Background: an optimization exercise with open tools, aiming at small area, a short achievable clock period and few clock cycles. Do not read the settings as production practice.

## build 79
// np_read_req_gen
module np_read_req_gen(
    input         clk,
    input         rst,
    input         transferstart,
    input         rd_dma_start_one,
    input  [63:0] dmaras,
    input  [31:0] dmarad,
    input  [31:0] dmarxs,
    input         rd_TX_des_start_one,
    input  [63:0] TX_des_addr,
    input  [2:0]  read_req_size,
    input  [15:0] req_id,
    input  [31:0] completion_pending,
    output        ready,
    output        non_posted_fifo_wren,
    output [63:0] non_posted_fifo_data,
    output [4:0]  tx_waddr,
    output [31:0] tx_wdata,
    output        tx_we
    );
==> module np_read_req_gen, before the edit <==
module np_read_req_gen(
    input         clk,
    input         rst,
    input         transferstart,
    input         rd_dma_start_one,
    input  [63:0] dmaras,
    input  [31:0] dmarad,
    input  [31:0] dmarxs,
    input         rd_TX_des_start_one,
    input  [63:0] TX_des_addr,
    input  [2:0]  read_req_size,
    input  [15:0] req_id,
    input  [31:0] completion_pending,
    output        ready,
    output        non_posted_fifo_wren,
    output [63:0] non_posted_fifo_data,
    output [4:0]  tx_waddr,
    output [31:0] tx_wdata,
    output        tx_we
    );
function [11:0] add11(input [10:0] x, input [10:0] y, input cin);
    reg [10:0] g, p, G, P;
    integer l, i, j;
    begin
        g = x & y;
        p = x ^ y;
        G = g;
        P = p;
        G[0] = g[0] | (p[0] & cin);
        for (l = 0; l < 4; l = l + 1)
            for (i = 0; i < 11; i = i + 1)
                if (i & (1 << l)) begin
                    j = ((i >> l) << l) - 1;
                    G[i] = G[i] | (P[i] & G[j]);
                    P[i] = P[i] & P[j];
                end
        add11 = {G[10], p ^ {G[9:0], cin}};
    end
endfunction
function [51:0] pand52(input [51:0] x);
    reg [51:0] s;
    integer l, i, j;
    begin
        s = x;
        for (l = 0; l < 6; l = l + 1)
            for (i = 0; i < 52; i = i + 1)
                if (i & (1 << l)) begin
                    j = ((i >> l) << l) - 1;
                    s[i] = s[i] & s[j];
                end
        pand52 = s;
    end
endfunction
function le11(input [10:0] x, input [10:0] y);
    reg [11:0] r;
    begin
        r = add11(y, ~x, 1'b1);    
        le11 = r[11];
    end
endfunction
reg        rdy, s_calc, s_w1, s_w2;
reg        des;           
reg        last;          
reg        ok;            
reg        fmt;           
reg        inc;           
reg [63:2] a;             
reg [27:2] d;             
reg [31:2] n;             
reg [12:2] fkb;           
reg [12:2] LA;            
reg [12:2] LB;            
reg [5:0]  rsh;           
reg [4:0]  T;             
reg        wren;
reg [63:0] data;
wire start_dma = rdy & rd_dma_start_one;
wire start_des = rdy & rd_TX_des_start_one;
wire start = start_dma | start_des;
wire fire1 = s_w1 & ok;   
wire [12:2] R = {rsh, 5'd0};
wire [10:0] m_lo = {rsh, 5'd0} - 11'd1;
wire [10:0] m_hi = ~(m_lo | {rsh, 5'd0});
wire n_hz = ~|n[31:13];
wire nR = n_hz & ~|(n[12:2] & m_hi) & (~|(n[12:2] & R) | ~|(n[12:2] & m_lo));
wire FR = ~|(fkb & m_hi) & (~|(fkb & R) | ~|(fkb & m_lo));
wire nF = n_hz & le11(n[12:2], fkb);
wire lst = nR & nF;
wire [12:2] Lnx = lst ? n[12:2] : (FR ? fkb : R);
wire s_calc_d = ~rst & start_dma;
wire s_w1_d = ~rst & (start_des | (transferstart & (s_calc | (s_w1 & ~ok) | (s_w2 & ~last))));
wire s_w2_d = ~rst & fire1;
wire rdy_d = rst | (rdy & ~rd_dma_start_one & ~rd_TX_des_start_one)
           | (~transferstart & (s_calc | (s_w1 & ~ok))) | (s_w2 & (last | ~transferstart));
wire [12:2] L_d = (start_des | des) ? 11'd8 : Lnx;
wire [4:0] T_d = T + {4'd0, s_w2};
wire ok_d = ~completion_pending[T_d];
wire fire1_d = s_w1_d & ok_d;
wire [11:0] lo_sum = add11({1'b0, a[11:2]}, {1'b0, LB[11:2]}, 1'b0);
wire [11:0] lo_cy = add11({1'b0, a[11:2]}, {1'b0, LA[11:2]}, 1'b0);
wire [51:0] hi_all = pand52(a[63:12]);
wire [63:12] hi_sum = a[63:12] ^ ({hi_all[50:0], 1'b1} & {52{inc}});
wire c32 = inc & hi_all[19];
wire [63:0] ld_addr = rd_dma_start_one ? dmaras : TX_des_addr;
wire ld_fmt = |ld_addr[63:32];
wire fmt_d = start ? ld_fmt : c32 ? ~hi_all[51] : fmt;
wire [11:0] d_lo = add11(d[12:2], LB, 1'b0);
wire [14:0] d_hiall = pand52({37'd0, d[27:13]});
wire [27:13] d_hi = d[27:13] ^ ({d_hiall[13:0], 1'b1} & {15{d_lo[11]}});
wire [11:0] n_lo = add11(n[12:2], ~LA, 1'b1);            
wire [18:0] n_hiz = pand52({33'd0, ~n[31:13]});
wire [31:13] n_hi = n[31:13] ^ ({n_hiz[17:0], 1'b1} & {19{~n_lo[11]}});
wire [11:0] f_lo = add11(fkb, ~LA, 1'b1);
wire [11:0] f0 = add11(11'd0, {1'b0, ~dmaras[11:2]}, 1'b1);  
wire [63:0] word1_d = {1'b0, 1'b0, fmt_d, 5'b0, 1'b0, 3'b0, 4'b0, 1'b0, 1'b0, 2'b00, 2'b00,
                       L_d[11:2], req_id, 3'b000, T_d, 4'hF, 4'hF};
wire [63:0] word2_d = fmt ? {a[63:2], 2'b00} : {a[31:2], 2'b00, 32'h0};
always @(posedge clk) begin
    rdy <= rdy_d;
    s_calc <= s_calc_d;
    s_w1 <= s_w1_d;
    s_w2 <= s_w2_d;
    wren <= s_w2_d | fire1_d;
    data <= fire1 ? word2_d : word1_d;
    T <= T_d;
    ok <= ok_d;
    LA <= fire1_d ? L_d : 11'd0;
    LB <= LA;
    last <= lst | start_des | des | (s_w1 & ~transferstart);
    fmt <= fmt_d;
    inc <= lo_cy[10] | LA[12];
    des <= start_des | (des & ~start_dma);
    rsh <= 6'd1 << read_req_size;
    a <= start ? ld_addr[63:2] : {hi_sum, lo_sum[9:0]};
    d <= start_dma ? dmarad[27:2] : {d_hi, d_lo[10:0]};
    n <= start_dma ? dmarxs[31:2] : {n_hi, n_lo[10:0]};
    fkb <= start_dma ? f0[10:0] : (fkb == LA) ? 11'd1024 : f_lo[10:0];
end
assign ready = rdy;
assign non_posted_fifo_wren = wren;
assign non_posted_fifo_data = data;
assign tx_we = s_w2;
assign tx_waddr = T;
assign tx_wdata = {des, 9'b0, d[27:6]};
endmodule
Settings: LEC_CHECK=0, CAP_MARGIN=20, CORE_MARGIN=2, CORE_UTILIZATION=40, PLACE_DENSITY=0.6, SETUP_SLACK_MARGIN=1.5, SLEW_MARGIN=20; clock period 4.5 ns.
standard.sh (not shown) runs the stock make flow with config.mk's settings and CLKGATE_MAP_FILE= SYNTH_SCRIPT=/design/flow/synth_recipe.tcl, a recipe that flattens the netlist after the stock synthesis.
==> flow/flow/run.sh <==
#!/bin/bash
# Standard layout, with small drive-2 buffers on the ports instead of the default delay buffers.
set -euo pipefail
export BUFFER_PORTS_ARGS="-buffer_cell sky130_fd_sc_hd__buf_2"
bash standard.sh > standard_flow.log 2>&1
Inputs modified between build 79 and trial 62:
--- a/flow/design.v
+++ b/flow/design.v
@@ -63,19 +63,19 @@
 reg        des;           
 reg        last;          
 reg        ok;            
 reg        fmt;           
-reg        inc;           
 reg [63:2] a;             
 reg [27:2] d;             
 reg [31:2] n;             
 reg [12:2] fkb;           
 reg [12:2] LA;            
 reg [12:2] LB;            
 reg [5:0]  rsh;           
 reg [4:0]  T;             
+reg [4:0]  T1;            
 reg        wren;
-reg [63:0] data;
+reg        w2f, w2n;      
 wire start_dma = rdy & rd_dma_start_one;
 wire start_des = rdy & rd_TX_des_start_one;
 wire start = start_dma | start_des;
 wire fire1 = s_w1 & ok;   
@@ -93,13 +93,13 @@
 wire s_w2_d = ~rst & fire1;
 wire rdy_d = rst | (rdy & ~rd_dma_start_one & ~rd_TX_des_start_one)
            | (~transferstart & (s_calc | (s_w1 & ~ok))) | (s_w2 & (last | ~transferstart));
 wire [12:2] L_d = (start_des | des) ? 11'd8 : Lnx;
-wire [4:0] T_d = T + {4'd0, s_w2};
+wire [4:0] T_d = s_w2 ? T1 : T;
 wire ok_d = ~completion_pending[T_d];
 wire fire1_d = s_w1_d & ok_d;
 wire [11:0] lo_sum = add11({1'b0, a[11:2]}, {1'b0, LB[11:2]}, 1'b0);
-wire [11:0] lo_cy = add11({1'b0, a[11:2]}, {1'b0, LA[11:2]}, 1'b0);
+wire inc = lo_sum[10] | LB[12];    
 wire [51:0] hi_all = pand52(a[63:12]);
 wire [63:12] hi_sum = a[63:12] ^ ({hi_all[50:0], 1'b1} & {52{inc}});
 wire c32 = inc & hi_all[19];
 wire [63:0] ld_addr = rd_dma_start_one ? dmaras : TX_des_addr;
@@ -112,25 +112,23 @@
 wire [18:0] n_hiz = pand52({33'd0, ~n[31:13]});
 wire [31:13] n_hi = n[31:13] ^ ({n_hiz[17:0], 1'b1} & {19{~n_lo[11]}});
 wire [11:0] f_lo = add11(fkb, ~LA, 1'b1);
 wire [11:0] f0 = add11(11'd0, {1'b0, ~dmaras[11:2]}, 1'b1);  
-wire [63:0] word1_d = {1'b0, 1'b0, fmt_d, 5'b0, 1'b0, 3'b0, 4'b0, 1'b0, 1'b0, 2'b00, 2'b00,
-                       L_d[11:2], req_id, 3'b000, T_d, 4'hF, 4'hF};
-wire [63:0] word2_d = fmt ? {a[63:2], 2'b00} : {a[31:2], 2'b00, 32'h0};
 always @(posedge clk) begin
     rdy <= rdy_d;
     s_calc <= s_calc_d;
     s_w1 <= s_w1_d;
     s_w2 <= s_w2_d;
     wren <= s_w2_d | fire1_d;
-    data <= fire1 ? word2_d : word1_d;
+    w2f <= fire1 & fmt;
+    w2n <= fire1 & ~fmt;
     T <= T_d;
+    T1 <= T_d + 5'd1;
     ok <= ok_d;
     LA <= fire1_d ? L_d : 11'd0;
     LB <= LA;
     last <= lst | start_des | des | (s_w1 & ~transferstart);
     fmt <= fmt_d;
-    inc <= lo_cy[10] | LA[12];
     des <= start_des | (des & ~start_dma);
     rsh <= 6'd1 << read_req_size;
     a <= start ? ld_addr[63:2] : {hi_sum, lo_sum[9:0]};
     d <= start_dma ? dmarad[27:2] : {d_hi, d_lo[10:0]};
@@ -138,9 +136,19 @@
     fkb <= start_dma ? f0[10:0] : (fkb == LA) ? 11'd1024 : f_lo[10:0];
 end
 assign ready = rdy;
 assign non_posted_fifo_wren = wren;
-assign non_posted_fifo_data = data;
+assign non_posted_fifo_data[63]    = (w2f & a[63]) | (w2n & a[31]);
+assign non_posted_fifo_data[62]    = (w2f & a[62]) | (w2n & a[30]);
+assign non_posted_fifo_data[61]    = (w2f & a[61]) | (w2n & a[29]) | (s_w1 & fmt);
+assign non_posted_fifo_data[60:42] = ({19{w2f}} & a[60:42]) | ({19{w2n}} & a[28:10]);
+assign non_posted_fifo_data[41:34] = ({8{w2f}} & a[41:34]) | ({8{w2n}} & a[9:2]) | ({8{s_w1}} & LA[11:4]);
+assign non_posted_fifo_data[33:32] = ({2{w2f}} & a[33:32]) | ({2{s_w1}} & LA[3:2]);
+assign non_posted_fifo_data[31:16] = ({16{w2f}} & a[31:16]) | ({16{s_w1}} & req_id);
+assign non_posted_fifo_data[15:13] = {3{w2f}} & a[15:13];
+assign non_posted_fifo_data[12:8]  = ({5{w2f}} & a[12:8]) | ({5{s_w1}} & T);
+assign non_posted_fifo_data[7:2]   = ({6{w2f}} & a[7:2]) | {6{s_w1}};
+assign non_posted_fifo_data[1:0]   = {2{s_w1}};
 assign tx_we = s_w2;
 assign tx_waddr = T;
 assign tx_wdata = {des, 9'b0, d[27:6]};
 endmodule
Results
Trial 62 | status: complete | timing, DRC, antenna: pass. Higher area of the die among build 79 and trial 62: build 79. Compared with build 79, trial 62 shows a instance count after placement with tap cells included that is about 5% lower. Comparing build 79 and trial 62, the lower routed length on met1 was measured on trial 62. Fmax (trial 62 vs. build 79) decreases by a few percent. Sort build 79 and trial 62 by non-clock buffer total of the final layout desc -> top: build 79. In the metrics for build 79 and trial 62, the one carrying the higher relative area change from synthesis to final layout is build 79. Arrival time of data at the critical path endpoint in trial 62 vs build 79: down 1290 ps. Compared with build 79, trial 62 shows half-perimeter wire length of the detailed placement result lower by 3.5%. Sequential cell area: build 79 and trial 62 compared, higher one is build 79. [trial 62 vs build 79] time the worst path needs with I/O delays and setup: higher in trial 62. Trial 62 vs. build 79: worst setup timing slack at the placement stage grew by 120 ps, setup skew after layout now larger.
No functional check of the RTL was part of any run of this note.

==> afterwards: timing with drivers on the ports <==
The results above use ideal ports. As a check the final layouts listed here were re-extracted and re-timed, cells and wires unchanged.
Step 1 (the two cells are an assumption about what drives the block):
set clk [get_ports {clk}]
set_driving_cell -lib_cell sky130_fd_sc_hd__clkbuf_16 $clk
set_driving_cell -lib_cell sky130_fd_sc_hd__buf_2 [delete_from_list [all_inputs] $clk]
Step 2 moves the port delays by t, midway between the first and last clock arrival at a register: inputs arrive t later, outputs are due t later. That takes back most of the time a late clock gives input paths.
Three values: ideal, step 1, step 2; two values: the first two.
| run | t (ns) | setup WS [ns] | hold slack, ns | worst setup path at the end |
|---|---|---|---|---|
| build 79 | 0.591 | 1.655 / 1.655 / 1.499 | 0.392 / 0.392 / 0.392 | input to register |
| trial 62 | 0.476 | 1.578 / 1.525 / 1.251 | 0.384 / 0.384 / 0.384 | input to register |
After both steps setup and hold are still met in every run listed. For trial 62, which loses most, drivers alone change the setup slack by -0.053 ns; drivers and shift together by -0.327 ns.
